This is an optimization exercise on Yosys and OpenROAD, whose aim is small area and a short achievable clock period, not a production implementation.
Function was checked by simulation only, so behaviour that the tests miss may differ from the original.
Power and IR drop assume default switching activity.

`design/flow/config.mk`:
```
export PLATFORM = sky130hd
export DESIGN_NAME = matmul
export DESIGN_NICKNAME = matmul
export VERILOG_FILES = /design/flow/design.v
export SDC_FILE = /design/flow/constraint.sdc
export NUM_CORES = 4
export LEC_CHECK = 0
export CAP_MARGIN = 20
export CORE_MARGIN = 2
export CORE_UTILIZATION = 40
export SLEW_MARGIN = 20
export SYNTH_HIERARCHICAL = 1
export SYNTH_MINIMUM_KEEP_SIZE = 0
```
`design/flow/standard.sh`:
```
#!/bin/bash
# synth_recipe.tcl (not shown) runs the flow's synth.tcl, then flattens the netlist and writes it again
# the make line also repeats each setting of config.mk as NAME=value (left out here)
make -C /OpenROAD-flow-scripts/flow DESIGN_CONFIG=/design/flow/config.mk WORK_HOME=/design/flow/orfs CLKGATE_MAP_FILE= SYNTH_SCRIPT=/design/flow/synth_recipe.tcl "${@:-finish}"
```
`design/flow/design.v`:
```
module matmul_fa (input logic a, input logic b, input logic c, output logic s, output logic co);
  assign s = a ^ b ^ c;
  assign co = (a & b) | (a & c) | (b & c);
endmodule
module matmul_and (input logic a, input logic b, output logic y);
  assign y = a & b;
endmodule
module matmul_aoi (input logic a1, input logic a2, input logic b1, output logic y);
  assign y = ~((a1 & a2) | b1);
endmodule
module matmul_maj (input logic a, input logic b, input logic c, output logic y);
  assign y = (a & b) | (a & c) | (b & c);
endmodule
module matmul_nand (input logic a, input logic b, output logic y);
  assign y = ~(a & b);
endmodule
module matmul_nor (input logic a, input logic b, output logic y);
  assign y = ~(a | b);
endmodule
module matmul_oai (input logic a1, input logic a2, input logic b1, output logic y);
  assign y = ~((a1 | a2) & b1);
endmodule
module matmul_or (input logic a, input logic b, output logic y);
  assign y = a | b;
endmodule
module matmul_xnor (input logic a, input logic b, output logic y);
  assign y = ~(a ^ b);
endmodule
module matmul_xor (input logic a, input logic b, output logic y);
  assign y = a ^ b;
endmodule
module matmul_dot2 (input logic [7:0] a0, input logic [7:0] b0,
                    input logic [7:0] a1, input logic [7:0] b1,
                    output logic [7:0] y);
  wire n1 = ~(a0[0] & b0[0]);
  wire n2 = ~(a1[0] & b1[0]);
  wire n3 = ~(a0[0] & b0[1]);
  wire n4 = ~(a0[1] & b0[0]);
  wire n5 = ~(a1[0] & b1[1]);
  wire n6 = ~(a1[1] & b1[0]);
  wire n7, n8;
  matmul_fa un7 (.a(n3), .b(n4), .c(n5), .s(n7), .co(n8));
  wire n9 = ~(a0[0] & b0[2]);
  wire n10 = ~(a0[1] & b0[1]);
  wire n11 = ~(a0[2] & b0[0]);
  wire n12 = ~(a1[0] & b1[2]);
  wire n13 = ~(a1[1] & b1[1]);
  wire n14 = ~(a1[2] & b1[0]);
  wire n15, n16;
  matmul_fa un15 (.a(n9), .b(n10), .c(n11), .s(n15), .co(n16));
  wire n17, n18;
  matmul_fa un17 (.a(n12), .b(n13), .c(n14), .s(n17), .co(n18));
  wire n19;
  matmul_xnor un19 (.a(n8), .b(n15), .y(n19));
  wire n20;
  matmul_or un20 (.a(n8), .b(n15), .y(n20));
  wire n21 = ~(a0[0] & b0[3]);
  wire n22 = ~(a0[1] & b0[2]);
  wire n23 = ~(a0[2] & b0[1]);
  wire n24 = ~(a0[3] & b0[0]);
  wire n25 = ~(a1[0] & b1[3]);
  wire n26 = ~(a1[1] & b1[2]);
  wire n27 = ~(a1[2] & b1[1]);
  wire n28 = ~(a1[3] & b1[0]);
  wire n29, n30;
  matmul_fa un29 (.a(n21), .b(n22), .c(n23), .s(n29), .co(n30));
  wire n31, n32;
  matmul_fa un31 (.a(n24), .b(n25), .c(n26), .s(n31), .co(n32));
  wire n33, n34;
  matmul_fa un33 (.a(n27), .b(n28), .c(n16), .s(n33), .co(n34));
  wire n35, n36;
  matmul_fa un35 (.a(n18), .b(n29), .c(n31), .s(n35), .co(n36));
  wire n37;
  matmul_xnor un37 (.a(n20), .b(n33), .y(n37));
  wire n38;
  matmul_or un38 (.a(n20), .b(n33), .y(n38));
  wire n39 = ~(a0[0] & b0[4]);
  wire n40 = ~(a0[1] & b0[3]);
  wire n41 = ~(a0[2] & b0[2]);
  wire n42 = ~(a0[3] & b0[1]);
  wire n43 = ~(a0[4] & b0[0]);
  wire n44 = ~(a1[0] & b1[4]);
  wire n45 = ~(a1[1] & b1[3]);
  wire n46 = ~(a1[2] & b1[2]);
  wire n47 = ~(a1[3] & b1[1]);
  wire n48 = ~(a1[4] & b1[0]);
  wire n49, n50;
  matmul_fa un49 (.a(n39), .b(n40), .c(n41), .s(n49), .co(n50));
  wire n51, n52;
  matmul_fa un51 (.a(n42), .b(n43), .c(n44), .s(n51), .co(n52));
  wire n53, n54;
  matmul_fa un53 (.a(n45), .b(n46), .c(n47), .s(n53), .co(n54));
  wire n55, n56;
  matmul_fa un55 (.a(n48), .b(n30), .c(n32), .s(n55), .co(n56));
  wire n57, n58;
  matmul_fa un57 (.a(n49), .b(n51), .c(n53), .s(n57), .co(n58));
  wire n59, n60;
  matmul_fa un59 (.a(n34), .b(n55), .c(n36), .s(n59), .co(n60));
  wire n61;
  matmul_xnor un61 (.a(n57), .b(n38), .y(n61));
  wire n62;
  matmul_or un62 (.a(n57), .b(n38), .y(n62));
  wire n63 = ~(a0[0] & b0[5]);
  wire n64 = ~(a0[1] & b0[4]);
  wire n65 = ~(a0[2] & b0[3]);
  wire n66 = ~(a0[3] & b0[2]);
  wire n67 = ~(a0[4] & b0[1]);
  wire n68 = ~(a0[5] & b0[0]);
  wire n69 = ~(a1[0] & b1[5]);
  wire n70 = ~(a1[1] & b1[4]);
  wire n71 = ~(a1[2] & b1[3]);
  wire n72 = ~(a1[3] & b1[2]);
  wire n73 = ~(a1[4] & b1[1]);
  wire n74 = ~(a1[5] & b1[0]);
  wire n75, n76;
  matmul_fa un75 (.a(n63), .b(n64), .c(n65), .s(n75), .co(n76));
  wire n77, n78;
  matmul_fa un77 (.a(n66), .b(n67), .c(n68), .s(n77), .co(n78));
  wire n79, n80;
  matmul_fa un79 (.a(n69), .b(n70), .c(n71), .s(n79), .co(n80));
  wire n81, n82;
  matmul_fa un81 (.a(n72), .b(n73), .c(n74), .s(n81), .co(n82));
  wire n83, n84;
  matmul_fa un83 (.a(n50), .b(n52), .c(n54), .s(n83), .co(n84));
  wire n85, n86;
  matmul_fa un85 (.a(n75), .b(n77), .c(n79), .s(n85), .co(n86));
  wire n87, n88;
  matmul_fa un87 (.a(n81), .b(n56), .c(n58), .s(n87), .co(n88));
  wire n89;
  matmul_xor un89 (.a(n83), .b(n85), .y(n89));
  wire n90;
  matmul_xor un90 (.a(n89), .b(n60), .y(n90));
  wire n91;
  matmul_maj un91 (.a(n83), .b(n85), .c(n60), .y(n91));
  wire n92;
  matmul_xnor un92 (.a(n62), .b(n87), .y(n92));
  wire n93;
  matmul_or un93 (.a(n62), .b(n87), .y(n93));
  wire n94 = ~(a0[0] & b0[6]);
  wire n95 = ~(a0[1] & b0[5]);
  wire n96 = ~(a0[2] & b0[4]);
  wire n97 = ~(a0[3] & b0[3]);
  wire n98 = ~(a0[4] & b0[2]);
  wire n99 = ~(a0[5] & b0[1]);
  wire n100 = ~(a0[6] & b0[0]);
  wire n101 = ~(a1[0] & b1[6]);
  wire n102 = ~(a1[1] & b1[5]);
  wire n103 = ~(a1[2] & b1[4]);
  wire n104 = ~(a1[3] & b1[3]);
  wire n105 = ~(a1[4] & b1[2]);
  wire n106 = ~(a1[5] & b1[1]);
  wire n107 = ~(a1[6] & b1[0]);
  wire n108, n109;
  matmul_fa un108 (.a(n94), .b(n95), .c(n96), .s(n108), .co(n109));
  wire n110, n111;
  matmul_fa un110 (.a(n97), .b(n98), .c(n99), .s(n110), .co(n111));
  wire n112, n113;
  matmul_fa un112 (.a(n100), .b(n101), .c(n102), .s(n112), .co(n113));
  wire n114, n115;
  matmul_fa un114 (.a(n103), .b(n104), .c(n105), .s(n114), .co(n115));
  wire n116, n117;
  matmul_fa un116 (.a(n106), .b(n107), .c(n76), .s(n116), .co(n117));
  wire n118, n119;
  matmul_fa un118 (.a(n78), .b(n80), .c(n82), .s(n118), .co(n119));
  wire n120, n121;
  matmul_fa un120 (.a(n108), .b(n110), .c(n112), .s(n120), .co(n121));
  wire n122, n123;
  matmul_fa un122 (.a(n114), .b(n84), .c(n116), .s(n122), .co(n123));
  wire n124;
  matmul_xor un124 (.a(n86), .b(n118), .y(n124));
  wire n125;
  matmul_xor un125 (.a(n124), .b(n120), .y(n125));
  wire n126;
  matmul_maj un126 (.a(n86), .b(n118), .c(n120), .y(n126));
  wire n127;
  matmul_xor un127 (.a(n125), .b(n88), .y(n127));
  wire n128;
  matmul_xor un128 (.a(n127), .b(n122), .y(n128));
  wire n129;
  matmul_maj un129 (.a(n125), .b(n88), .c(n122), .y(n129));
  wire n130;
  matmul_xnor un130 (.a(n93), .b(n91), .y(n130));
  wire n131;
  matmul_or un131 (.a(n93), .b(n91), .y(n131));
  wire n132 = ~(a0[0] & b0[7]);
  wire n133 = ~(a0[1] & b0[6]);
  wire n134 = ~(a0[2] & b0[5]);
  wire n135 = ~(a0[3] & b0[4]);
  wire n136 = ~(a0[4] & b0[3]);
  wire n137 = ~(a0[5] & b0[2]);
  wire n138 = ~(a0[6] & b0[1]);
  wire n139 = ~(a0[7] & b0[0]);
  wire n140 = ~(a1[0] & b1[7]);
  wire n141 = ~(a1[1] & b1[6]);
  wire n142 = ~(a1[2] & b1[5]);
  wire n143 = ~(a1[3] & b1[4]);
  wire n144 = ~(a1[4] & b1[3]);
  wire n145 = ~(a1[5] & b1[2]);
  wire n146 = ~(a1[6] & b1[1]);
  wire n147 = ~(a1[7] & b1[0]);
  wire n148;
  matmul_xor un148 (.a(n132), .b(n133), .y(n148));
  wire n149;
  matmul_xor un149 (.a(n134), .b(n135), .y(n149));
  wire n150;
  matmul_xor un150 (.a(n136), .b(n137), .y(n150));
  wire n151;
  matmul_xor un151 (.a(n138), .b(n139), .y(n151));
  wire n152;
  matmul_xor un152 (.a(n140), .b(n141), .y(n152));
  wire n153;
  matmul_xor un153 (.a(n142), .b(n143), .y(n153));
  wire n154;
  matmul_xor un154 (.a(n144), .b(n145), .y(n154));
  wire n155;
  matmul_xor un155 (.a(n146), .b(n147), .y(n155));
  wire n156;
  matmul_xor un156 (.a(n148), .b(n149), .y(n156));
  wire n157;
  matmul_xor un157 (.a(n150), .b(n151), .y(n157));
  wire n158;
  matmul_xor un158 (.a(n152), .b(n153), .y(n158));
  wire n159;
  matmul_xor un159 (.a(n154), .b(n155), .y(n159));
  wire n160;
  matmul_xor un160 (.a(n156), .b(n157), .y(n160));
  wire n161;
  matmul_xor un161 (.a(n158), .b(n159), .y(n161));
  wire n162;
  matmul_xor un162 (.a(n109), .b(n111), .y(n162));
  wire n163;
  matmul_xor un163 (.a(n113), .b(n115), .y(n163));
  wire n164;
  matmul_xor un164 (.a(n160), .b(n161), .y(n164));
  wire n165;
  matmul_xor un165 (.a(n162), .b(n163), .y(n165));
  wire n166;
  matmul_xor un166 (.a(n164), .b(n165), .y(n166));
  wire n167;
  matmul_xor un167 (.a(n117), .b(n119), .y(n167));
  wire n168;
  matmul_xor un168 (.a(n121), .b(n166), .y(n168));
  wire n169;
  matmul_xor un169 (.a(n167), .b(n168), .y(n169));
  wire n170;
  matmul_xor un170 (.a(n123), .b(n126), .y(n170));
  wire n171;
  matmul_xor un171 (.a(n169), .b(n170), .y(n171));
  wire n172;
  matmul_xor un172 (.a(n129), .b(n171), .y(n172));
  wire n173;
  matmul_xor un173 (.a(n131), .b(n172), .y(n173));
  wire n174;
  matmul_xor un174 (.a(n1), .b(n2), .y(n174));
  wire n175;
  matmul_or un175 (.a(n1), .b(n2), .y(n175));
  wire n176, n177;
  matmul_fa un176 (.a(n6), .b(n7), .c(n175), .s(n176), .co(n177));
  wire n178 = ~n176;
  wire n179, n180;
  matmul_fa un179 (.a(n17), .b(n19), .c(n177), .s(n179), .co(n180));
  wire n181 = ~n179;
  wire n182;
  matmul_xor un182 (.a(n35), .b(n37), .y(n182));
  wire n183;
  matmul_xor un183 (.a(n182), .b(n180), .y(n183));
  wire n184;
  matmul_maj un184 (.a(n35), .b(n37), .c(n180), .y(n184));
  wire n185 = ~n183;
  wire n186;
  matmul_xor un186 (.a(n61), .b(n59), .y(n186));
  wire n187;
  matmul_and un187 (.a(n61), .b(n59), .y(n187));
  wire n188;
  matmul_or un188 (.a(n61), .b(n59), .y(n188));
  wire n189;
  matmul_xnor un189 (.a(n186), .b(n184), .y(n189));
  wire n190;
  matmul_oai un190 (.a1(n187), .a2(n184), .b1(n188), .y(n190));
  wire n191;
  matmul_xor un191 (.a(n90), .b(n92), .y(n191));
  wire n192;
  matmul_nand un192 (.a(n90), .b(n92), .y(n192));
  wire n193;
  matmul_nor un193 (.a(n90), .b(n92), .y(n193));
  wire n194;
  matmul_xor un194 (.a(n191), .b(n190), .y(n194));
  wire n195;
  matmul_aoi un195 (.a1(n192), .a2(n190), .b1(n193), .y(n195));
  wire n196;
  matmul_xor un196 (.a(n128), .b(n130), .y(n196));
  wire n197;
  matmul_and un197 (.a(n128), .b(n130), .y(n197));
  wire n198;
  matmul_or un198 (.a(n128), .b(n130), .y(n198));
  wire n199;
  matmul_xnor un199 (.a(n196), .b(n195), .y(n199));
  wire n200;
  matmul_oai un200 (.a1(n197), .a2(n195), .b1(n198), .y(n200));
  wire n201;
  matmul_xnor un201 (.a(n173), .b(n200), .y(n201));
  assign y = {n201, n199, n194, n189, n185, n181, n178, n174};
endmodule
module matmul(A,B,y,clk);
    input logic [31:0] A;
    input logic [31:0] B;
    output logic [31:0] y;
    input logic clk;
    logic [7:0] y00, y01, y10, y11;
    matmul_dot2 u00 (.a0(A[31:24]), .b0(B[31:24]), .a1(A[23:16]), .b1(B[15:8]), .y(y00));
    matmul_dot2 u01 (.a0(A[31:24]), .b0(B[23:16]), .a1(A[23:16]), .b1(B[7:0]),  .y(y01));
    matmul_dot2 u10 (.a0(A[15:8]),  .b0(B[31:24]), .a1(A[7:0]),   .b1(B[15:8]), .y(y10));
    matmul_dot2 u11 (.a0(A[15:8]),  .b0(B[23:16]), .a1(A[7:0]),   .b1(B[7:0]),  .y(y11));
    always_ff @(posedge clk)
        y <= {y00, y01, y10, y11};
endmodule
```
`design/flow/flow/outbuf.tcl`:
```
# Output ports only drive their pin load: their port buffers get the smallest
# buffer cell (the input ports keep the cell buffer_ports used).
set outbuf sky130_fd_sc_hd__buf_1
set n 0
foreach port [all_outputs] {
  set net [get_nets [get_full_name $port]]
  foreach pin [get_pins -of_objects $net -filter "direction == output"] {
    set inst [get_cells -of_objects $pin]
    set cell [get_property [get_property $inst liberty_cell] name]
    if {[string match "sky130_fd_sc_hd__buf_*" $cell] && $cell ne $outbuf} {
      replace_cell $inst $outbuf
      incr n
    }
  }
}
puts "outbuf.tcl: $n output port buffers set to $outbuf"
```
`design/flow/flow/run.sh`:
```
#!/bin/bash
# The standard layout (standard.sh) with two changes to the port buffers:
# buffer_ports uses sky130_fd_sc_hd__buf_4 for them instead of the delay-buffer cell it picks by
# default, and after global placement flow/outbuf.tcl sets the output ports'
# buffers to buf_1 (they only drive the pin load).
set -e
export BUFFER_PORTS_ARGS="-buffer_cell sky130_fd_sc_hd__buf_4"
export POST_GLOBAL_PLACE_TCL="$(pwd)/flow/outbuf.tcl"
bash standard.sh  finish > standard.log 2>&1
```
`design/flow/constraint.sdc`:
```
create_clock -name core_clock -period 10.0 [get_ports {clk}]
set_input_delay 2.0000 -clock core_clock [delete_from_list [all_inputs] [get_ports {clk}]]
set_output_delay 2.0000 -clock core_clock [all_outputs]
set_load 0.01 [all_outputs]
```
==> results_dict.tcl, run 1 <==
set metrics [dict create \
    whs_endpoint "y[0]" \
    cts_hold_buf 0 \
    min_period_ps 4505 \
    maxCapViolCount 0 \
    final_layout_size_suffix_gt1_share_pct 10.89 \
    irDropWorstVdd_mv 0.08513 \
    drv_slew 0 \
    ys_top_cells_by_area "fa_1 36%, xor2_1 20%, nand2_1 16%, dfxtp_1 9.6%, xnor2_1 4.2%" \
    largest-register "y" \
    post-place-cells 1032 \
    final_nets 1004 \
    die_area_sq_um 17730 \
    core_sq_um 16470 \
    area_growth_pct 10.20 \
    wire_per_inst_um 16.00 \
    cts_htree_levels 2 \
    dp_hpwl_um 13260 \
    final-setup-viol-count 0 \
    fillers 1694 \
    yosysTopAreaCellShare_pct 36.01 \
    seq_area_sq_um 640.6 \
    leakagePower_nw 2.785 \
    hp-class "input port to flop" \
    die_y_um 133.1 \
    fin_ws_ps 5495 \
    port_buffers 96 \
    rsz0062_at_grt "false" \
    grt_max_degree 17 \
    stdcell_count 1037 \
    drt-pass1-iter-count 4 \
    critPathLaunchType "input port" \
    ys_seq_elements 32 \
    finalCritPeriodShare_pct 45.05 \
    synth.largest_area_cell "fa_1" \
    drtAntennaViolNets 0 \
    synth_cell_types 14 \
    grt-ovfl-total 0 \
    first_iter_violations 321 \
    clkSlewWorstSetupHoldPaths_ps 40 \
    synth-main-ff-cell "dfxtp_1" \
    hold_viol 0 \
    grtUsageTotal_pct 19.82 \
    maxSlewHeadroom_pct 80.71 \
    start_util_pct 40.52 \
    setup_tns_ps 0 \
    post_drt_via_cell_ratio 4.852 \
    power.total_mw 1.369 \
    routed_wl_um 16600 \
    status "finished clean" \
    drc_errors 0 \
    fmax_ghz 0.2220 \
    cts_root_buf "clkbuf_16" \
    grt_antenna_before_repair 0 \
    hold_depth 3 \
    std_cell_rows 47 \
    die_w_um 133.1 \
    antenna_cells 0 \
    grt_pass1_vias 5242 \
    arrival_ps 4680 \
    io_pins 97 \
    hp-start "A[8]" \
    largest_register_ff_count 32 \
    grt_pass1_wl_um 27310 \
    cts_max_path_buffers 2 \
    synthesis.nets 949 \
    yosysSeqAreaShare_pct 9.602 \
    netlist_area_sq_um 6671 \
    pre_cts_ws_ps 5203 \
    synth_edf_count 0 \
    worstPathMaxFanout 16 \
    numCtsBuffers 5 \
    path_class "input port to flop" \
    num_vias 5032 \
    ys_warn_count 7 \
    tightest_slew_ps 288.4 \
    multi_input_area_sq_um 5665 \
    cp_data_required_time_ps 10170 \
    cts_tree "yes" \
    clock_sink_count 32 \
    postCtsSetupBuffers 0 \
    cts_resized 0 \
    reg_top3 "y (32)" \
    synth_cells 764 \
    cellPowerDensity_nw_per_um2 186.2 \
    syn-mean-instance-area_sq_um 8.732 \
    endpoint_kind "flop" \
    synthArstFlopShare_pct 0 \
]
## final cells by class
class,instances,area share [%]
multi-input cells,672,77.06
flip-flops and latches,32,8.713
repair buffers,96,8.169
well taps,220,3.744
clock buffers,5,1.702
inverters,12,0.6127
## logic make-up (layout without fill, tap and decap cells)
logic type,count (synthesis),count (layout),share of synthesized area [%]
xor+xnor,188,188,24.68
flops,32,32,9.602
simple gates,336,336,20.41
buf+inv,60,113,5.476
fa+ha+maj,136,136,38.71
compound gates,12,12,1.125
## metal layers
metal  up-vias  track usage (%)  wire (um)
met5         -                0          0
met4         0            6.265        368
met3        28            3.463       1260
met2       178            32.12       7865
met1      2455            27.20       7102
li1       2371                -          -
## per-module statistics from Yosys (local to each module, per instance)
module	flops+latches	cells	area (sq um)
matmul_aoi	0	1	8.758
matmul_or	0	1	6.256
matmul_dot2	0	87	361.6
matmul_and	0	1	6.256
matmul_oai	0	1	5.005
matmul	32	32	640.6
matmul_nand	0	1	3.754
matmul_xor	0	1	8.758
matmul_xnor	0	1	8.758
matmul_nor	0	1	3.754
matmul_maj	0	1	11.26
matmul_fa	0	1	20.02
## report_power, final
group	internal, mW	switching, mW
clock	0.0873	0.0500
sequential	0.199	0.0116
combinational	0.477	0.544
## worst max-delay path, cell delays in order
cell and delay [ps]:
buf_4 210, nand2_1 120, fa_1 450, fa_1 480, fa_1 450, maj3_2 340, xnor2_1 250, and2_1 170
o21ai_1 70, xnor2_1 120
## cell usage in the layout (no fill, tap or decap)
| cell | synthesis | final |
|---|---|---|
| buf_1 | 0 | 32 |
| inv_1 | 12 | 12 |
| or2_1 | 32 | 32 |
| xnor2_1 | 32 | 32 |
| nand2_1 | 292 | 292 |
| clkbuf_16 | 0 | 5 |
| o21ai_1 | 8 | 8 |
| xor2_1 | 156 | 156 |
| buf_4 | 32 | 64 |
| dfxtp_1 | 32 | 32 |
| nor2_1 | 4 | 4 |
| fa_1 | 120 | 120 |
| a21oi_2 | 4 | 4 |
| and2_1 | 8 | 8 |
| maj3_2 | 16 | 16 |
## stage by stage
step	utilization (%)	hold slack (ps)	area, sq um
4_1_cts	44.65	2091	7352
3_5_place_dp	43.89	2385	7227
3_3_place_gp	44.62	2389	7347
5_1_grt	44.65	2110	7352
6_report	44.65	2101	7352
2_1_floorplan	-	2304	6671
## synth_stat cells, types with 8 or more instances
cell type	instances
o21ai_1	8
dfxtp_1	32
and2_1	8
xnor2_1	32
maj3_2	16
or2_1	32
buf_2	16
nand2_1	292
buf_4	32
inv_1	12
xor2_1	156
fa_1	120
## how the worst max path moves through the flow
stage	from	to
3_3_place_gp	A[24]	y[31]
2_1_floorplan	A[8]	y[15]
5_1_grt	B[24]	y[15]
4_1_cts	A[16]	y[23]
3_5_place_dp	A[16]	y[23]
6_report	B[24]	y[15]
==> run 2, diff against run 1 <==
==> design/flow/flow/run.sh (replaced) <==
#!/bin/bash
# The standard layout (standard.sh) with two changes:
# - buffer_ports gives every port a sky130_fd_sc_hd__buf_6 buffer instead of the delay-buffer
#   cell it picks by default;
# - after global placement, flow/size2.tcl sets each cell that is not near-critical to the smallest drive strength
#   of its family that keeps the worst setup slack, and
#   gives the output ports buf_1 buffers.
# Each tool's full output is in the ORFS logs under orfs/logs; make's output
# is in standard.log.
set -e
export BUFFER_PORTS_ARGS="-buffer_cell sky130_fd_sc_hd__buf_6"
export POST_GLOBAL_PLACE_TCL="$(pwd)/flow/size2.tcl"
bash standard.sh  finish > standard.log 2>&1
==> design/flow/flow/size2.tcl (new file) <==
set outbuf sky130_fd_sc_hd__buf_1
set n 0
foreach port [all_outputs] {
  set net [get_nets [get_full_name $port]]
  foreach pin [get_pins -of_objects $net -filter "direction == output"] {
    set inst [get_cells -of_objects $pin]
    set cell [get_property [get_property $inst liberty_cell] name]
    if {[string match "sky130_fd_sc_hd__buf_*" $cell] && $cell ne $outbuf} {
      replace_cell $inst $outbuf
      incr n
    }
  }
}
puts "size2.tcl: $n output port buffers set to $outbuf"
estimate_parasitics -placement

proc total_area {} {
  set a 0.0
  foreach i [[ord::get_db_block] getInsts] {
    set m [$i getMaster]
    if {[$m getType] eq "CORE"} { set a [expr {$a + [$m getWidth] * [$m getHeight] / 1e6}] }
  }
  return $a
}
puts [format "size2.tcl: start area %.1f wns %.3f" [total_area] [worst_slack -max]]
if {[info exists ::env(SIZE_MARGIN)] && $::env(SIZE_MARGIN) ne ""} {
  repair_timing -setup -setup_margin $::env(SIZE_MARGIN) -skip_last_gasp -verbose
  estimate_parasitics -placement
  puts [format "size2.tcl: after repair_timing area %.1f wns %.3f" [total_area] [worst_slack -max]]
}

set dont_use [expr {[info exists ::env(DONT_USE_CELLS)] ? $::env(DONT_USE_CELLS) : {}}]
array set fam {}
array set carea {}
foreach lc [get_lib_cells sky130_fd_sc_hd__*] {
  set name [get_name $lc]
  if {[lsearch -exact $dont_use $name] >= 0} continue
  if {![regexp {^(sky130_fd_sc_hd__[a-z0-9]+)_([0-9]+)$} $name -> base size]} continue
  set m [[ord::get_db] findMaster $name]
  if {$m eq "NULL"} continue
  set carea($name) [expr {[$m getWidth] * [$m getHeight] / 1e6}]
  lappend fam($base) $name
}
set skip_re {^sky130_fd_sc_hd__(dfxtp|dfxbp|dfrtp|tapvpwrvgnd|fill|decap|conb)}
set W [worst_slack -max]
set changed 0
foreach inst [get_cells *] {
  set lc [get_property $inst liberty_cell]
  if {$lc eq "" || $lc eq "NULL"} continue
  set cell [get_name $lc]
  if {[regexp $skip_re $cell]} continue
  if {![regexp {^(sky130_fd_sc_hd__[a-z0-9]+)_([0-9]+)$} $cell -> base size]} continue
  if {![info exists fam($base)]} continue
  set smaller {}
  foreach alt $fam($base) {
    if {$carea($alt) < $carea($cell) - 1e-6} { lappend smaller [list $carea($alt) $alt] }
  }
  if {![llength $smaller]} continue
  set s 1e9
  foreach pin [get_pins -of_objects $inst -filter "direction == output"] {
    set ps [get_property $pin slack_max]
    if {$ps ne "" && $ps < $s} { set s $ps }
  }
  if {$s < $W + 0.02} continue
  foreach pair [lsort -real -index 0 $smaller] {
    set alt [lindex $pair 1]
    replace_cell $inst $alt
    estimate_parasitics -placement
    if {[worst_slack -max] >= $W - 0.0005} { incr changed; set cell {}; break }
  }
  if {$cell ne {}} {
    replace_cell $inst $cell
    estimate_parasitics -placement
  }
}
puts [format "size2.tcl: downsized %d cells, area %.1f wns %.3f" $changed [total_area] [worst_slack -max]]
removed: design/flow/flow/outbuf.tcl
==> results_dict.tcl, run 2 <==
set metrics [dict create \
    numCtsBuffers 5 \
    ys_warn_count 7 \
    drtAntennaViolNets 0 \
    hold_viol 0 \
    cellPowerDensity_nw_per_um2 186.4 \
    postCtsSetupBuffers 0 \
    drt-pass1-iter-count 4 \
    grt-ovfl-total 0 \
    cts_resized 0 \
    die_w_um 133.1 \
    cts_root_buf "clkbuf_16" \
    arrival_ps 4640 \
    syn-mean-instance-area_sq_um 8.732 \
    first_iter_violations 232 \
    die_area_sq_um 17730 \
    wire_per_inst_um 16.00 \
    endpoint_kind "flop" \
    irDropWorstVdd_mv 0.06497 \
    synth-main-ff-cell "dfxtp_1" \
    ys_top_cells_by_area "fa_1 36%, xor2_1 20%, nand2_1 16%, dfxtp_1 9.6%, xnor2_1 4.2%" \
    final_cell_mix "292 x nand2_1, 156 x xor2_1, 120 x fa_1, 45 x buf_1" \
    yosysSeqAreaShare_pct 9.602 \
    std_cell_rows 47 \
    hp-class "input port to flop" \
    synthesis.nets 949 \
    synth_edf_count 0 \
    largest-register "y" \
    finalCritPeriodShare_pct 44.68 \
    drv_slew 0 \
    grt_pass1_vias 5141 \
    grtUsageTotal_pct 19.59 \
    status "finished clean" \
    worstPathMaxFanout 14 \
    cts_max_path_buffers 2 \
    io_pins 97 \
    yosysTopAreaCellShare_pct 36.01 \
    drc_errors 0 \
    area_growth_pct 9.359 \
    final-setup-viol-count 0 \
    stdcell_count 1038 \
    path_class "input port to flop" \
    reg_top3 "y (32)" \
    ys_seq_elements 32 \
    post-place-cells 1032 \
    start_util_pct 40.52 \
    tightest_slew_ps 293.7 \
    grt_antenna_before_repair 0 \
    final_common_cell "nand2_1" \
    post_drt_via_cell_ratio 4.784 \
    dp_hpwl_um 13010 \
    synth_cells 764 \
    fmax_ghz 0.2238 \
    routed_wl_um 16610 \
    min_period_ps 4468 \
    setup_tns_ps 0 \
    yosysMostFrequentCell "nand2_1" \
    cp_data_required_time_ps 10170 \
    clkSlewWorstSetupHoldPaths_ps 40 \
    maxSlewHeadroom_pct 80.28 \
    critPathLaunchType "input port" \
    cts_hold_buf 0 \
    port_buffers 96 \
    grt_max_degree 17 \
    synth.largest_area_cell "fa_1" \
    rsz0062_at_grt "false" \
    num_vias 4966 \
    core_sq_um 16470 \
    final_nets 1004 \
    final_layout_size_suffix_gt1_share_pct 8.446 \
    netlist_area_sq_um 6671 \
    cts_htree_levels 2 \
    ys_top_cells_by_count "292 x nand2_1, 156 x xor2_1, 120 x fa_1" \
    grt_pass1_wl_um 27040 \
    maxCapViolCount 0 \
    die_y_um 133.1 \
    cts_tree "yes" \
    clock_sink_count 32 \
    synthArstFlopShare_pct 0 \
    synth_cell_types 14 \
    leakagePower_nw 2.732 \
    largest_register_ff_count 32 \
]
run 2: cell counts after synthesis:
Identical to the previous run, type by type.
run 2: layout make-up:
cell class / instances / area, sq um
fillers: 1734 / 9170
multi-input cells: 672 / 5654
flip-flops and latches: 32 / 640.6
repair buffers: 96 / 553.0
well taps: 220 / 275.3
clock buffers: 5 / 125.1
inverters: 12 / 45.04
diodes: 1 / 2.502
run 2: worst paths after layout:
| path | start | endpoint | slack, ps | depth (start not counted) |
|---|---|---|---|---|
| max | A[9] | y[7] | 5530 | 10 |
| min | A[8] | y[8] | 2080 | 3 |
run 2: cell families after synthesis:
logic type,synth area share [%]
flip-flops,9.602
XOR/XNOR,24.68
buffers and inverters,5.476
AND/OR/NAND/NOR,20.41
adder cells (fa/ha/maj),38.71
AO/OA/AOI/OAI,1.125
run 2: where the power goes:
group | internal [mW] | switching, mW
registers | 0.199 | 0.0122
clock network | 0.0874 | 0.0499
logic | 0.470 | 0.542
run 2: worst max-delay path, stage by stage:
cell     delay (ps)
buf_4           200
nand2_1         110
fa_1            440
fa_1            490
fa_1            460
maj3_2          340
xnor2_1         240
and2_1          160
o21ai_1          60
xnor2_1         120
run 2: layer usage:
layer	GRT usage, %	up-vias	routed length [um]
met1	27.45	2430	7470
met4	3.842	0	146
met3	3.120	10	1153
li1	-	2371	-
met2	32.47	155	7836
met5	0	-	0
run 2: stage by stage:
stage	utilization (%)	hold WS (ps)	setup WS, ps	power, mW	cell area [sq um]
after global placement	46.81	2353	5301	1.334	7707
after global routing	44.29	2094	5345	1.506	7293
after floorplan	-	2304	5302	1.288	6671
after CTS	44.29	2054	5537	1.385	7293
final	44.31	2076	5532	1.360	7296
after detailed placement	43.53	2356	5235	1.240	7168
run 2: per-module statistics from Yosys, one instance, submodules excluded, a selection:
module       flops+latches  area (sq um)  copies in the design
matmul_xor               0         8.758                   156
matmul_aoi               0         8.758                     4
matmul                  32         640.6                     1
matmul_fa                0         20.02                   120
matmul_or                0         6.256                    32
matmul_dot2              0         361.6                     4
matmul_xnor              0         8.758                    32
matmul_nand              0         3.754                     4
matmul_and               0         6.256                     8

port drivers added, routing unchanged:
The results above use ideal ports. As a check the final layouts listed here were re-extracted and re-timed, cells and wires unchanged. Step 1 assumes that a clkbuf_16 drives the clock port and a buf_2 every other input. Step 2 times the ports against the registers' clock, not the clock port: input delays grow and output delays shrink by t, the midpoint of the rising clock arrivals with the driver on. Slacks: ideal / step 1 / step 2; pairs: ideal / step 1.
run | t, ns | setup WS [ns] | worst hold slack (ns) | worst setup path at the end | worst slew at a driven data input, ns
run 1 | 0.327 | 5.495 / 5.514 / 5.188 | 2.101 / 2.088 / 2.400 | input to register | 0.07
run 2 | 0.326 | 5.532 / 5.542 / 5.216 | 2.076 / 2.074 / 2.400 | input to register | 0.06
After both steps every run listed still meets setup and hold. For run 2, which loses most, drivers alone change the setup slack by +0.010 ns; drivers and shift together by -0.316 ns.
